Background: an optimization exercise with open tools, aiming at small area, a short achievable clock period and few clock cycles. Do not read the settings as production practice. Where RTL was checked, it was by simulation tests only, not by an equivalence proof against the original. The clock input has no modelled driver; a real chip could not lean on it and would need a root buffer or a full tree. Power figures rest on the tool's default switching activity, not on a simulated workload.

## LBP
module LBP ( clk, reset, gray_addr, gray_req, gray_ready, gray_data, lbp_addr, lbp_valid, lbp_data, finish);
Size in the first run: roughly 50 I/O pins, roughly 4300 µm² of cells after synthesis.
==> module LBP, before the edit <==
module LBP ( clk, reset, gray_addr, gray_req, gray_ready, gray_data, lbp_addr, lbp_valid, lbp_data, finish);
input   clk;
input   reset;
output  [13:0]gray_addr;
output  gray_req;
input   gray_ready;
input   [7:0]gray_data;
output  [13:0]lbp_addr;
output  lbp_valid;
output  [7:0]lbp_data;
output  finish;
reg [2:0] j;         
reg [6:0] row;       
reg [6:0] col;       
reg [13:0] lbp_addr;
reg [7:0] lbp_data;
reg lbp_valid;
reg finish;
assign gray_addr = {row, col};
assign gray_req  = 1'b1;
wire j_last   = &j;
wire col_last = &col;
wire last_rd  = (&row) & col_last;
always @(posedge clk) begin
	if (!gray_ready) begin
		j   <= 3'd0;
		row <= 7'd0;
		col <= 7'd0;
	end else begin
		j <= j + 3'd1;
		if (j_last) col <= col + 7'd1;
		if (!j_last)       row <= row + 7'd1;
		else if (!col_last) row <= row - 7'd7;
		else               row <= row - 7'd1;
	end
end
always @(posedge clk) begin
	if (reset) finish <= 1'b0;
	else if (gray_ready && last_rd) finish <= 1'b1;
end
wire [7:0] x = gray_data;
reg [7:0] p1, p2, p3, p4, p5, p6, p7, p8, p9;
reg c0_1, c0_2, c0_3, c0_4, c0_5, c0_6, c0_7, c0_8, c0_9;    
reg c3_2, c3_3, c3_4, c3_5, c3_6, c3_7, c3_8, c3_9;          
reg c5_3, c5_4, c5_5, c5_6, c5_7, c5_8, c5_9;                
reg c1_9;                                                    
function [1:0] cmp2;
	input [7:0] a, b;
	reg [7:0] g, l;
	reg [3:0] g1, l1;
	reg [1:0] g2, l2;
	reg g3, l3;
	integer k;
	begin
		g = a & ~b;
		l = ~a & b;
		for (k = 0; k < 4; k = k + 1) begin
			g1[k] = g[2*k+1] | ~l[2*k+1] & g[2*k];
			l1[k] = l[2*k+1] | ~g[2*k+1] & l[2*k];
		end
		for (k = 0; k < 2; k = k + 1) begin
			g2[k] = g1[2*k+1] | ~l1[2*k+1] & g1[2*k];
			l2[k] = l1[2*k+1] | ~g1[2*k+1] & l1[2*k];
		end
		g3 = g2[1] | ~l2[1] & g2[0];
		l3 = l2[1] | ~g2[1] & l2[0];
		cmp2 = {~l3, ~g3};
	end
endfunction
wire x_ge_y, y_ge_x, p1_ge_y, y_ge_p1, p2_ge_y, y_ge_p2, p8_ge_y, y_ge_p8;
assign {x_ge_y,  y_ge_x}  = cmp2(x,  p9);
assign {p1_ge_y, y_ge_p1} = cmp2(p1, p9);
assign {p2_ge_y, y_ge_p2} = cmp2(p2, p9);
assign {p8_ge_y, y_ge_p8} = cmp2(p8, p9);
always @(posedge clk) begin
	p1 <= x;  p2 <= p1; p3 <= p2; p4 <= p3; p5 <= p4;
	p6 <= p5; p7 <= p6; p8 <= p7; p9 <= p8;
	c0_1 <= y_ge_x;
	c0_2 <= c0_1; c0_3 <= c0_2; c0_4 <= c0_3; c0_5 <= c0_4; c0_6 <= c0_5; c0_7 <= c0_6; c0_8 <= c0_7; c0_9 <= c0_8;
	c3_2 <= y_ge_p1;
	c3_3 <= c3_2; c3_4 <= c3_3; c3_5 <= c3_4; c3_6 <= c3_5; c3_7 <= c3_6; c3_8 <= c3_7; c3_9 <= c3_8;
	c5_3 <= y_ge_p2;
	c5_4 <= c5_3; c5_5 <= c5_4; c5_6 <= c5_5; c5_7 <= c5_6; c5_8 <= c5_7; c5_9 <= c5_8;
	c1_9 <= y_ge_p8;
	lbp_data <= {x_ge_y, p8_ge_y, c5_9, p1_ge_y, c3_9, p2_ge_y, c1_9, c0_9};
	lbp_addr <= {row - 7'd1, col - 7'd1};
	lbp_valid <= gray_ready && !finish && (|j[2:1]) && (|col[6:1]);
end
endmodule
clock: 5.0 ns
lec_check: 0
abc_area: 1
cap_margin: 20
core_margin: 2
core_utilization: 40
setup_slack_margin: 3.2
slew_margin: 20
standard.sh (not shown) runs the stock make flow with config.mk's settings and CLKGATE_MAP_FILE= SYNTH_SCRIPT=/design/flow/synth_recipe.tcl, a recipe that flattens the netlist after the stock synthesis.
==> flow/flow/run.sh <==
#!/bin/bash
# The standard layout, with the clock tree built from clkbuf_8 and no dummy loads.
set -euo pipefail
CTS="-sink_clustering_enable -repair_clock_nets -buf_list sky130_fd_sc_hd__clkbuf_8 -dont_use_dummy_load"
bash standard.sh "CTS_ARGS=$CTS" finish > make_finish.log 2>&1
The starting point went through all stages and came out clean.
Testbench counts at the start, summed over its fixed seeds: cycles 86,020.
Change:
--- a/flow/design.v
+++ b/flow/design.v
@@ -42,8 +42,8 @@
 wire [7:0] x = gray_data;
 reg [7:0] p1, p2, p3, p4, p5, p6, p7, p8, p9;
-reg c0_1, c0_2, c0_3, c0_4, c0_5, c0_6, c0_7, c0_8, c0_9;    
-reg c3_2, c3_3, c3_4, c3_5, c3_6, c3_7, c3_8, c3_9;          
-reg c5_3, c5_4, c5_5, c5_6, c5_7, c5_8, c5_9;                
-reg c1_9;                                                    
+reg [2:0] a1, a2, a3, a4, a5, a6, a7, a8, a9;
+reg b1_9;    
+reg b2_8, b2_9;
+reg b4_9;
 function [1:0] cmp2;
 	input [7:0] a, b;
@@ -69,20 +69,18 @@
 	end
 endfunction
-wire x_ge_y, y_ge_x, p1_ge_y, y_ge_p1, p2_ge_y, y_ge_p2, p8_ge_y, y_ge_p8;
-assign {x_ge_y,  y_ge_x}  = cmp2(x,  p9);
-assign {p1_ge_y, y_ge_p1} = cmp2(p1, p9);
-assign {p2_ge_y, y_ge_p2} = cmp2(p2, p9);
-assign {p8_ge_y, y_ge_p8} = cmp2(p8, p9);
+wire x_ge_p7, p7_ge_x, x_ge_p8, p8_ge_x, x_ge_p9, p9_ge_x, p8_ge_p9, p9_ge_p8;
+assign {x_ge_p7, p7_ge_x} = cmp2(x, p7);     
+assign {x_ge_p8, p8_ge_x} = cmp2(x, p8);     
+assign {x_ge_p9, p9_ge_x} = cmp2(x, p9);     
+assign {p8_ge_p9, p9_ge_p8} = cmp2(p8, p9);  
 always @(posedge clk) begin
 	p1 <= x;  p2 <= p1; p3 <= p2; p4 <= p3; p5 <= p4;
 	p6 <= p5; p7 <= p6; p8 <= p7; p9 <= p8;
-	c0_1 <= y_ge_x;
-	c0_2 <= c0_1; c0_3 <= c0_2; c0_4 <= c0_3; c0_5 <= c0_4; c0_6 <= c0_5; c0_7 <= c0_6; c0_8 <= c0_7; c0_9 <= c0_8;
-	c3_2 <= y_ge_p1;
-	c3_3 <= c3_2; c3_4 <= c3_3; c3_5 <= c3_4; c3_6 <= c3_5; c3_7 <= c3_6; c3_8 <= c3_7; c3_9 <= c3_8;
-	c5_3 <= y_ge_p2;
-	c5_4 <= c5_3; c5_5 <= c5_4; c5_6 <= c5_5; c5_7 <= c5_6; c5_8 <= c5_7; c5_9 <= c5_8;
-	c1_9 <= y_ge_p8;
-	lbp_data <= {x_ge_y, p8_ge_y, c5_9, p1_ge_y, c3_9, p2_ge_y, c1_9, c0_9};
+	a1 <= {p7_ge_x, p8_ge_x, p9_ge_x};
+	a2 <= a1; a3 <= a2; a4 <= a3; a5 <= a4; a6 <= a5; a7 <= a6; a8 <= a7; a9 <= a8;
+	b1_9 <= p9_ge_p8;
+	b2_8 <= x_ge_p7; b2_9 <= b2_8;
+	b4_9 <= x_ge_p8;
+	lbp_data <= {x_ge_p9, p8_ge_p9, a9[2], b4_9, a9[1], b2_9, b1_9, a9[0]};
 	lbp_addr <= {row - 7'd1, col - 7'd1};
 	lbp_valid <= gray_ready && !finish && (|j[2:1]) && (|col[6:1]);
Effect: The changed run passed the timing, DRC and antenna checks. Sequential cell count came out higher by 6. Routed wire length grows slightly. Hold slack gains 0.0065 ns. Clock skew rises by 0.015 ns. Final area rose slightly. Synthesized cell count is unchanged. Final cell count went up slightly. Global-route usage rises by 0.15 points. Non-clock buffer count went down by 1. Power is higher by a few percent. Clock power came out higher slightly. Critical path depth stays the same. Worst setup slack got worse by 0.024 ns. Die area went up slightly.
Testbench counts after the change, summed over its fixed seeds: cycles 86,020.

---

## the baseline
LBP, a different RTL version from the one above (not shown whole).
For scale: ~140 flip-flops, ~50 I/O pins, ~0.0044 mm² of cells after synthesis.
// LBP
module LBP ( clk, reset, gray_addr, gray_req, gray_ready, gray_data, lbp_addr, lbp_valid, lbp_data, finish);
==> module LBP, before the edit <==
module LBP ( clk, reset, gray_addr, gray_req, gray_ready, gray_data, lbp_addr, lbp_valid, lbp_data, finish);
input   clk;
input   reset;
output  [13:0]gray_addr;
output  gray_req;
input   gray_ready;
input   [7:0]gray_data;
output  [13:0]lbp_addr;
output  lbp_valid;
output  [7:0]lbp_data;
output  finish;
reg [2:0] j;         
reg [6:0] row;       
reg [6:0] col;       
reg [13:0] lbp_addr;
reg [7:0] lbp_data;
reg lbp_valid;
reg finish;
assign gray_addr = {row, col};
assign gray_req  = 1'b1;
wire j_last   = &j;
wire col_last = &col;
wire last_rd  = (&row) & col_last;
always @(posedge clk) begin
	if (reset || !gray_ready) begin
		j   <= 3'd0;
		row <= 7'd0;
		col <= 7'd0;
	end else begin
		j <= j + 3'd1;
		if (j_last) col <= col + 7'd1;
		if (!j_last)       row <= row + 7'd1;
		else if (!col_last) row <= row - 7'd7;
		else               row <= row - 7'd1;
	end
end
always @(posedge clk) begin
	if (reset) finish <= 1'b0;
	else if (gray_ready && last_rd) finish <= 1'b1;
end
wire [7:0] x = gray_data;
reg [7:0] p1, p2, p3, p4, p5, p6, p7, p8, p9;
reg c0_1, c0_2, c0_3, c0_4, c0_5, c0_6, c0_7, c0_8, c0_9;    
reg c3_2, c3_3, c3_4, c3_5, c3_6, c3_7, c3_8, c3_9;          
reg c5_3, c5_4, c5_5, c5_6, c5_7, c5_8, c5_9;                
reg c1_9;                                                    
function [1:0] cmp2;
	input [7:0] a, b;
	reg [7:0] g, l;
	reg [3:0] g1, l1;
	reg [1:0] g2, l2;
	reg g3, l3;
	integer k;
	begin
		g = a & ~b;
		l = ~a & b;
		for (k = 0; k < 4; k = k + 1) begin
			g1[k] = g[2*k+1] | ~l[2*k+1] & g[2*k];
			l1[k] = l[2*k+1] | ~g[2*k+1] & l[2*k];
		end
		for (k = 0; k < 2; k = k + 1) begin
			g2[k] = g1[2*k+1] | ~l1[2*k+1] & g1[2*k];
			l2[k] = l1[2*k+1] | ~g1[2*k+1] & l1[2*k];
		end
		g3 = g2[1] | ~l2[1] & g2[0];
		l3 = l2[1] | ~g2[1] & l2[0];
		cmp2 = {~l3, ~g3};
	end
endfunction
wire x_ge_y, y_ge_x, p1_ge_y, y_ge_p1, p2_ge_y, y_ge_p2, p8_ge_y, y_ge_p8;
assign {x_ge_y,  y_ge_x}  = cmp2(x,  p9);
assign {p1_ge_y, y_ge_p1} = cmp2(p1, p9);
assign {p2_ge_y, y_ge_p2} = cmp2(p2, p9);
assign {p8_ge_y, y_ge_p8} = cmp2(p8, p9);
always @(posedge clk) begin
	p1 <= x;  p2 <= p1; p3 <= p2; p4 <= p3; p5 <= p4;
	p6 <= p5; p7 <= p6; p8 <= p7; p9 <= p8;
	c0_1 <= y_ge_x;
	c0_2 <= c0_1; c0_3 <= c0_2; c0_4 <= c0_3; c0_5 <= c0_4; c0_6 <= c0_5; c0_7 <= c0_6; c0_8 <= c0_7; c0_9 <= c0_8;
	c3_2 <= y_ge_p1;
	c3_3 <= c3_2; c3_4 <= c3_3; c3_5 <= c3_4; c3_6 <= c3_5; c3_7 <= c3_6; c3_8 <= c3_7; c3_9 <= c3_8;
	c5_3 <= y_ge_p2;
	c5_4 <= c5_3; c5_5 <= c5_4; c5_6 <= c5_5; c5_7 <= c5_6; c5_8 <= c5_7; c5_9 <= c5_8;
	c1_9 <= y_ge_p8;
	lbp_data <= {x_ge_y, p8_ge_y, c5_9, p1_ge_y, c3_9, p2_ge_y, c1_9, c0_9};
	lbp_addr <= {row - 7'd1, col - 7'd1};
	lbp_valid <= !reset && gray_ready && !finish && (|j[2:1]) && (|col[6:1]);
end
endmodule
clock: 5.0 ns
lec_check: 0
abc_area: 1
cap_margin: 20
core_margin: 2
core_utilization: 40
setup_slack_margin: 3.3
slew_margin: 20
==> flow/flow/run.sh <==
#!/bin/bash
# The standard layout with two changes: buf_2 as the port buffers, and a clock tree of
# four clkbuf_16, each driving a quarter of the flip-flops (flow/mycts.tcl, run at the
# start of the CTS step in place of clock_tree_synthesis). ORFS writes each step's log
# under orfs/logs; make's own output goes to make_finish.log.
set -euo pipefail
here=$(pwd)
bash standard.sh "PRE_CTS_TCL=$here/flow/mycts.tcl" "MANUAL_CTS_BUF=sky130_fd_sc_hd__clkbuf_16" \
  "BUFFER_PORTS_ARGS=-buffer_cell sky130_fd_sc_hd__buf_2" finish > make_finish.log 2>&1
==> flow/flow/mycts.tcl <==
# Clock tree made here in place of clock_tree_synthesis: the flip-flops are split into
# four groups by position (halves in x, then halves in y), and each group is driven by
# one clkbuf_16 placed at the group's centre, fed from the clock port.
set block [ord::get_db_block]
set db [ord::get_db]
set clknet [$block findNet clk]
set sinks {}
foreach it [$clknet getITerms] {
  set inst [$it getInst]
  set loc [$inst getLocation]
  lappend sinks [list $it [lindex $loc 0] [lindex $loc 1]]
}
puts "manual clock tree: [llength $sinks] sinks"
proc halves {lst idx} {
  set s [lsort -integer -index $idx $lst]
  set n [expr {[llength $s] / 2}]
  return [list [lrange $s 0 [expr {$n - 1}]] [lrange $s $n end]]
}
set groups {}
foreach h [halves $sinks 1] {
  foreach q [halves $h 2] { lappend groups $q }
}
set master [$db findMaster $::env(MANUAL_CTS_BUF)]
set k 0
foreach g $groups {
  set sx 0; set sy 0
  foreach s $g { incr sx [lindex $s 1]; incr sy [lindex $s 2] }
  set cx [expr {$sx / [llength $g]}]
  set cy [expr {$sy / [llength $g]}]
  set buf [odb::dbInst_create $block $master "clkbuf_m$k"]
  set net [odb::dbNet_create $block "clknet_m$k"]
  $net setSigType CLOCK
  [$buf findITerm A] connect $clknet
  [$buf findITerm X] connect $net
  foreach s $g {
    set it [lindex $s 0]
    $it disconnect
    $it connect $net
  }
  $buf setLocation $cx $cy
  $buf setPlacementStatus PLACED
  puts "clkbuf_m$k: [llength $g] sinks at $cx $cy"
  incr k
}
set_propagated_clock [all_clocks]
# clock_tree_synthesis is not wanted after this
rename clock_tree_synthesis orig_clock_tree_synthesis
proc clock_tree_synthesis {args} { puts "clock tree made by mycts.tcl" }
Testbench counts of the baseline, summed over its fixed seeds: cycles 86,020.
Modified inputs, the candidate compared to the baseline
diff --git a/flow/design.v b/flow/design.v
--- a/flow/design.v
+++ b/flow/design.v
@@ -24,5 +24,5 @@
 wire last_rd  = (&row) & col_last;
 always @(posedge clk) begin
-	if (reset || !gray_ready) begin
+	if (!gray_ready) begin
 		j   <= 3'd0;
 		row <= 7'd0;
@@ -86,5 +86,5 @@
 	lbp_data <= {x_ge_y, p8_ge_y, c5_9, p1_ge_y, c3_9, p2_ge_y, c1_9, c0_9};
 	lbp_addr <= {row - 7'd1, col - 7'd1};
-	lbp_valid <= !reset && gray_ready && !finish && (|j[2:1]) && (|col[6:1]);
+	lbp_valid <= gray_ready && !finish && (|j[2:1]) && (|col[6:1]);
 end
 endmodule
Findings:
- Lower power share of the clock group goes to the candidate over the baseline.
- Of the baseline and the candidate, the baseline shows the higher setup slack, with the candidate below it.
- Maximum frequency went down slightly going from the baseline to the candidate.
- Between the baseline and the candidate, synthesized area is higher for the baseline, the candidate comes in under that.
- NOTE: detailed-route vias per instance in the candidate exceeds that of the baseline
- When the final numbers for the baseline and the candidate were put side by side, the horizontal die dimension turned out to be smaller in the candidate.
Testbench counts of the candidate, summed over its fixed seeds: cycles 86,020.
No run of this note takes its clock network from TritonCTS; it comes from the design's own scripts or RTL.

---

Another version of the RTL of LBP (not shown whole).
For scale: about 440 cells after synthesis, roughly 140 flip-flops, ~50 I/O pins, ~4600 µm² of cells after synthesis.
==> module LBP, before the edit <==
module LBP ( clk, reset, gray_addr, gray_req, gray_ready, gray_data, lbp_addr, lbp_valid, lbp_data, finish);
input   clk;
input   reset;
output  [13:0]gray_addr;
output  gray_req;
input   gray_ready;
input   [7:0]gray_data;
output  [13:0]lbp_addr;
output  lbp_valid;
output  [7:0]lbp_data;
output  finish;
reg [2:0] j;         
reg [6:0] row;       
reg [6:0] col;       
reg [13:0] lbp_addr;
reg [7:0] lbp_data;
reg lbp_valid;
reg finish;
assign gray_addr = {row, col};
assign gray_req  = 1'b1;
wire j_last   = &j;
wire col_last = &col;
wire last_rd  = (&row) & col_last;
always @(posedge clk) begin
	if (!gray_ready) begin
		j   <= 3'd0;
		row <= 7'd0;
		col <= 7'd0;
	end else begin
		j <= j + 3'd1;
		if (j_last) col <= col + 7'd1;
		if (!j_last)       row <= row + 7'd1;
		else if (!col_last) row <= row - 7'd7;
		else               row <= row - 7'd1;
	end
end
always @(posedge clk) begin
	if (reset) finish <= 1'b0;
	else if (gray_ready && last_rd) finish <= 1'b1;
end
wire [7:0] x = gray_data;
reg [7:0] p1, p2, p3, p4, p5, p6, p7, p8, p9;
reg [2:0] a1, a2, a3, a4, a5, a6, a7, a8, a9;
reg b1_9;    
reg b2_8, b2_9;
reg b4_9;
function [1:0] cmp2;
	input [7:0] a, b;
	reg gh, lh, gl, ll;
	begin
		gh = a[7:4] > b[7:4];  lh = a[7:4] < b[7:4];
		gl = a[3:0] > b[3:0];  ll = a[3:0] < b[3:0];
		cmp2 = {~(lh | ~gh & ll), ~(gh | ~lh & gl)};
	end
endfunction
wire x_ge_p7, p7_ge_x, x_ge_p8, p8_ge_x, x_ge_p9, p9_ge_x, p8_ge_p9, p9_ge_p8;
assign {x_ge_p7, p7_ge_x} = cmp2(x, p7);     
assign {x_ge_p8, p8_ge_x} = cmp2(x, p8);     
assign {x_ge_p9, p9_ge_x} = cmp2(x, p9);     
assign {p8_ge_p9, p9_ge_p8} = cmp2(p8, p9);  
always @(posedge clk) begin
	p1 <= x;  p2 <= p1; p3 <= p2; p4 <= p3; p5 <= p4;
	p6 <= p5; p7 <= p6; p8 <= p7; p9 <= p8;
	a1 <= {p7_ge_x, p8_ge_x, p9_ge_x};
	a2 <= a1; a3 <= a2; a4 <= a3; a5 <= a4; a6 <= a5; a7 <= a6; a8 <= a7; a9 <= a8;
	b1_9 <= p9_ge_p8;
	b2_8 <= x_ge_p7; b2_9 <= b2_8;
	b4_9 <= x_ge_p8;
	lbp_data <= {x_ge_p9, p8_ge_p9, a9[2], b4_9, a9[1], b2_9, b1_9, a9[0]};
	lbp_addr <= {row - 7'd1, col - 7'd1};
	lbp_valid <= gray_ready && !finish && (|j[2:1]) && (|col[6:1]);
end
endmodule
export LEC_CHECK = 0
export ABC_AREA = 1
export CAP_MARGIN = 20
export CORE_MARGIN = 2
export CORE_UTILIZATION = 40
export SETUP_SLACK_MARGIN = 3.1
export SLEW_MARGIN = 20
create_clock -name core_clock -period 5.0 [get_ports {clk}]
==> flow/flow/run.sh <==
#!/bin/bash
# The standard layout, with the clock tree built from clkbuf_8 and no dummy loads.
set -euo pipefail
CTS="-sink_clustering_enable -repair_clock_nets -buf_list sky130_fd_sc_hd__clkbuf_8 -dont_use_dummy_load"
bash standard.sh "CTS_ARGS=$CTS" finish > make_finish.log 2>&1
==> next run, changes <==
--- a/flow/design.v
+++ b/flow/design.v
@@ -41,33 +41,49 @@
 end
 wire [7:0] x = gray_data;
 reg [7:0] p1, p2, p3, p4, p5, p6, p7, p8, p9;
-reg [2:0] a1, a2, a3, a4, a5, a6, a7, a8, a9;
-reg b1_9;    
-reg b2_8, b2_9;
-reg b4_9;
+reg c0_1, c0_2, c0_3, c0_4, c0_5, c0_6, c0_7, c0_8, c0_9;    
+reg c3_2, c3_3, c3_4, c3_5, c3_6, c3_7, c3_8, c3_9;          
+reg c5_3, c5_4, c5_5, c5_6, c5_7, c5_8, c5_9;                
+reg c1_9;                                                    
 function [1:0] cmp2;
 	input [7:0] a, b;
-	reg gh, lh, gl, ll;
+	reg [7:0] g, l;
+	reg [3:0] g1, l1;
+	reg [1:0] g2, l2;
+	reg g3, l3;
+	integer k;
 	begin
-		gh = a[7:4] > b[7:4];  lh = a[7:4] < b[7:4];
-		gl = a[3:0] > b[3:0];  ll = a[3:0] < b[3:0];
-		cmp2 = {~(lh | ~gh & ll), ~(gh | ~lh & gl)};
+		g = a & ~b;
+		l = ~a & b;
+		for (k = 0; k < 4; k = k + 1) begin
+			g1[k] = g[2*k+1] | ~l[2*k+1] & g[2*k];
+			l1[k] = l[2*k+1] | ~g[2*k+1] & l[2*k];
+		end
+		for (k = 0; k < 2; k = k + 1) begin
+			g2[k] = g1[2*k+1] | ~l1[2*k+1] & g1[2*k];
+			l2[k] = l1[2*k+1] | ~g1[2*k+1] & l1[2*k];
+		end
+		g3 = g2[1] | ~l2[1] & g2[0];
+		l3 = l2[1] | ~g2[1] & l2[0];
+		cmp2 = {~l3, ~g3};
 	end
 endfunction
-wire x_ge_p7, p7_ge_x, x_ge_p8, p8_ge_x, x_ge_p9, p9_ge_x, p8_ge_p9, p9_ge_p8;
-assign {x_ge_p7, p7_ge_x} = cmp2(x, p7);     
-assign {x_ge_p8, p8_ge_x} = cmp2(x, p8);     
-assign {x_ge_p9, p9_ge_x} = cmp2(x, p9);     
-assign {p8_ge_p9, p9_ge_p8} = cmp2(p8, p9);  
+wire x_ge_y, y_ge_x, p1_ge_y, y_ge_p1, p2_ge_y, y_ge_p2, p8_ge_y, y_ge_p8;
+assign {x_ge_y,  y_ge_x}  = cmp2(x,  p9);
+assign {p1_ge_y, y_ge_p1} = cmp2(p1, p9);
+assign {p2_ge_y, y_ge_p2} = cmp2(p2, p9);
+assign {p8_ge_y, y_ge_p8} = cmp2(p8, p9);
 always @(posedge clk) begin
 	p1 <= x;  p2 <= p1; p3 <= p2; p4 <= p3; p5 <= p4;
 	p6 <= p5; p7 <= p6; p8 <= p7; p9 <= p8;
-	a1 <= {p7_ge_x, p8_ge_x, p9_ge_x};
-	a2 <= a1; a3 <= a2; a4 <= a3; a5 <= a4; a6 <= a5; a7 <= a6; a8 <= a7; a9 <= a8;
-	b1_9 <= p9_ge_p8;
-	b2_8 <= x_ge_p7; b2_9 <= b2_8;
-	b4_9 <= x_ge_p8;
-	lbp_data <= {x_ge_p9, p8_ge_p9, a9[2], b4_9, a9[1], b2_9, b1_9, a9[0]};
+	c0_1 <= y_ge_x;
+	c0_2 <= c0_1; c0_3 <= c0_2; c0_4 <= c0_3; c0_5 <= c0_4; c0_6 <= c0_5; c0_7 <= c0_6; c0_8 <= c0_7; c0_9 <= c0_8;
+	c3_2 <= y_ge_p1;
+	c3_3 <= c3_2; c3_4 <= c3_3; c3_5 <= c3_4; c3_6 <= c3_5; c3_7 <= c3_6; c3_8 <= c3_7; c3_9 <= c3_8;
+	c5_3 <= y_ge_p2;
+	c5_4 <= c5_3; c5_5 <= c5_4; c5_6 <= c5_5; c5_7 <= c5_6; c5_8 <= c5_7; c5_9 <= c5_8;
+	c1_9 <= y_ge_p8;
+	lbp_data <= {x_ge_y, p8_ge_y, c5_9, p1_ge_y, c3_9, p2_ge_y, c1_9, c0_9};
 	lbp_addr <= {row - 7'd1, col - 7'd1};
 	lbp_valid <= gray_ready && !finish && (|j[2:1]) && (|col[6:1]);
 end
Result: Critical path depth does not change; core utilization goes up by 0.58 points; sequential share of layout area rose by 1.3 points; register-to-register slack is better by 100 ps; setup slack improved by 23 ps; power falls by a few percent; non-clock buffer count decreases by 1; global-route usage went up by 0.40 points; clock-buffer cell count does not change; routed wire length went down by a few percent; maximum frequency increases slightly.
Testbench counts after the change, summed over its fixed seeds: cycles 86,020.
Only the layout flow was run in the first run of this note; the RTL was not checked for function there.

-- port drivers added, routing unchanged --
Ports are ideal in the flow. The routed layouts listed here were re-timed in OpenROAD.
Step 1: set_driving_cell puts a clkbuf_16 on clk and a buf_2 on each other input, an assumption about the parent block.
Step 2, shift: input delay + t, output delay - t, t = (earliest + latest rising clock arrival at the registers) / 2. This alone moves slack from input paths to output paths.
Three values: ideal, step 1, step 2; two values: the first two.
| run | shift t [ns] | setup WS [ns] | clock arrival spread, ns | slew at the worst register clock pin (ns) |
|---|---|---|---|---|
| the first run of note 1 | 0.428 | 3.139 / 3.110 / 2.863 | 0.029 / 0.029 | 0.08 / 0.08 |
| the second run of note 1 | 0.431 | 3.115 / 3.083 / 2.854 | 0.036 / 0.036 | 0.08 / 0.08 |
| the baseline | 0.253 | 3.327 / 3.245 / 3.203 | 0.012 / 0.011 | 0.12 / 0.12 |
| the candidate | 0.253 | 3.319 / 3.240 / 3.227 | 0.009 / 0.009 | 0.12 / 0.12 |
| the first run of note 3 | 0.447 | 3.115 / 3.081 / 2.697 | 0.031 / 0.031 | 0.08 / 0.08 |
| the second run of note 3 | 0.430 | 3.138 / 3.109 / 2.863 | 0.029 / 0.030 | 0.08 / 0.08 |
After both steps setup and hold are still met in every run listed. The setup slack of the first run of note 3, which loses most, moves by -0.034 ns with the drivers and by -0.418 ns with both steps.
